What follows belongs to an exercise in optimizing a design on an open flow for small area, a short achievable clock period and few clock cycles per item; a production flow would make more cautious choices.
Where RTL was checked, it was by simulation tests only, not by an equivalence proof against the original.
Power and IR drop assume default switching activity.

## CNC
module CNC(
    clk,
    rst_n,
    IN_VALID,
    MODE,
    IN,
    OUT_VALID,
    OUT
    );
input           clk, rst_n, IN_VALID;
input   [ 1:0]  MODE;
input   [ 7:0]  IN;
output          OUT_VALID;
output  [16:0]  OUT;
reg        OUT_VALID;
reg [16:0] OUT;
reg p1, p2, p3, p4, p5;
reg mul, sub;
reg [4:0]  BO, BT, BN;  
reg [8:0]  X;      
reg [8:0]  S;      
reg [15:0] P;      
wire busy = p1 | p2 | p3;
wire [8:0] V = p4 ? S : {IN[7], IN};
wire [10:0] Vx = {V[8], V, 1'b0};
wire [4:0] vo, vt, vn;
genvar k;
generate for (k = 0; k < 5; k = k + 1) begin : enc
    assign vo[k] = Vx[2*k+1] ^ Vx[2*k];
    assign vt[k] = (Vx[2*k+2] & ~Vx[2*k+1] & ~Vx[2*k]) | (~Vx[2*k+2] & Vx[2*k+1] & Vx[2*k]);
    assign vn[k] = Vx[2*k+2] & ~(Vx[2*k+1] & Vx[2*k]);
end endgenerate
wire       s_keep = p3 | (p2 & !mul);
wire       s_in   = !(p2 & !mul);
wire       s_neg  = p3 & sub;
wire [8:0] s_a    = s_keep ? S : 9'd0;
wire [8:0] s_b    = s_in ? ({IN[7], IN} ^ {9{s_neg}}) : 9'd0;
wire [8:0] s_next = s_a + s_b + s_neg;
reg         g;                                   
reg         a1en;                                
wire [16:0] A1 = a1en ? OUT : 17'd0;
    wire pp0_0 = ((BO[0] & X[0])) ^ BN[0];
    wire pp0_1 = ((BO[0] & X[1]) | (BT[0] & X[0])) ^ BN[0];
    wire pp0_2 = ((BO[0] & X[2]) | (BT[0] & X[1])) ^ BN[0];
    wire pp0_3 = ((BO[0] & X[3]) | (BT[0] & X[2])) ^ BN[0];
    wire pp0_4 = ((BO[0] & X[4]) | (BT[0] & X[3])) ^ BN[0];
    wire pp0_5 = ((BO[0] & X[5]) | (BT[0] & X[4])) ^ BN[0];
    wire pp0_6 = ((BO[0] & X[6]) | (BT[0] & X[5])) ^ BN[0];
    wire pp0_7 = ((BO[0] & X[7]) | (BT[0] & X[6])) ^ BN[0];
    wire pp0_8 = ((BO[0] & X[8]) | (BT[0] & X[7])) ^ BN[0];
    wire pp0_9 = ~(((BO[0] & X[8]) | (BT[0] & X[8])) ^ BN[0]);
    wire pp1_0 = ((BO[1] & X[0])) ^ BN[1];
    wire pp1_1 = ((BO[1] & X[1]) | (BT[1] & X[0])) ^ BN[1];
  ...
For scale: about 31 I/O pins, about 6700 um2 of cells after synthesis.
Settings: LEC_CHECK=0, CAP_MARGIN=20, CORE_MARGIN=2, CORE_UTILIZATION=65, SETUP_SLACK_MARGIN=4.0, SLEW_MARGIN=20, SYNTH_HIERARCHICAL=1, SYNTH_MINIMUM_KEEP_SIZE=0; clock period 7.5 ns.
standard.sh (not shown) runs the stock make flow with config.mk's settings and CLKGATE_MAP_FILE= SYNTH_SCRIPT=/design/flow/synth_recipe.tcl, a recipe that flattens the netlist after the stock synthesis.
==> flow/flow/run.sh <==
#!/bin/bash
set -euo pipefail
export BUFFER_PORTS_ARGS="-buffer_cell sky130_fd_sc_hd__buf_2"
bash standard.sh > flow_make.log 2>&1
Edit:
- SETUP_SLACK_MARGIN: 4.0 -> 3.5
Effect: Wire length decreases by 9.5%; setup slack degrades by 0.30 ns; die area is unchanged.
No functional check of the RTL was part of any run of this note.

Setup of v41:
CNC, a different RTL version from the one above (not shown whole).
Size in the first run: ~6300 µm² of cells after synthesis.
Settings: LEC_CHECK=0, CAP_MARGIN=20, CORE_MARGIN=2, CORE_UTILIZATION=65, SETUP_SLACK_MARGIN=3.6, SLEW_MARGIN=20, SYNTH_HIERARCHICAL=1, SYNTH_MINIMUM_KEEP_SIZE=0; clock period 7.5 ns.
Scripts as last shown in full above: flow/flow/run.sh
Testbench counts of v41, summed over its fixed seeds: cycles 7,208, items 1,200.
Here is what was changed in the inputs of v37 compared with v41.
Settings: SETUP_SLACK_MARGIN changed from 3.6 to 3.8.
### Flow results
Having completed the whole flow, v37 delivered a layout that passed the timing, design-rule and antenna checks. [compare] base=v41 new=v37: setup slack of the critical path after layout now larger; non-filler instance count after layout up about 1.4%; total length of routed wires increased by 2.2% relative to the old numbers. Global routing usage summed across all routing layers: v41 vs v37, no meaningful difference. Summary: maximum frequency, v37 better than v41. Combinational share of power | v37 above v41. v37 ends up with a fraction of final layout cells sized beyond drive strength 1 that is 4.2 points higher than in v41. Taking v41 as the reference point, the final core utilization of v37 rises by 2.3 points. Summary of the comparison: sequential cell area share is lower in v37, relative to v41. Worst vdd rail ir drop: v37 vs v41 up 15%. Total power in v37 vs v41: up about 7%.
Changes in v6 relative to v37:
Settings: changing SETUP_SLACK_MARGIN from 3.8 to 3.7.
Results
Reported for v6 and v37, count of final hold-check violations turned out identical to the last digit.
Changes observed in v6 relative to v37: core utilization decreased 2.0 points, combinational share of power -2.5 points.
Edits applied to the flow inputs when going from v6 to v26:
Settings: SETUP_SLACK_MARGIN now 3.9, was 3.7.
v26 ends up with a met3 routing resource usage after global routing that is 0.41 points higher than in v6.
Higher area growth from synthesis to layout was reported by v26, not v6.
The capture point of the critical path comes out OUT[16] in one run and OUT[11] in the other, namely in v26 and v6 respectively.
Diff v6 -> v26: DRC marker count from the first detailed-route iteration lost 48; post-synthesis average cell area neither gained nor lost much; minimum period implied by the final worst setup slack picked up an extra 0.021 ns; global-route usage picked up an extra 0.18 points.

[separate check: timing with driven ports]
Ports are ideal in the flow. The routed layouts listed here were re-timed in OpenROAD. Step 1: set_driving_cell puts a clkbuf_16 on clk and a buf_2 on each other input, an assumption about the parent block. Step 2 also shifts input and output timing later by t, the mid clock arrival at the registers, as if the neighbouring blocks saw the same clock. Three values: ideal ports, drivers, drivers and shift; two values: the first two.
run	shift t [ns]	slack for setup (ns)	worst setup path after step 2	slew at the worst register clock pin (ns)
the first run of note 1	0.411	3.930 / 3.930 / 3.930	register to register	0.11 / 0.11
the second run of note 1	0.415	3.634 / 3.634 / 3.634	register to register	0.10 / 0.10
v41	0.399	3.777 / 3.777 / 3.777	register to register	0.09 / 0.09
v37	0.397	3.930 / 3.930 / 3.869	input to register	0.09 / 0.09
v6	0.397	3.899 / 3.899 / 3.865	input to register	0.09 / 0.09
v26	0.399	3.877 / 3.877 / 3.863	input to register	0.09 / 0.09
After both steps every run listed still meets setup and hold. For v37, which loses most, drivers alone change the setup slack by 0.000 ns; drivers and shift together by -0.061 ns.
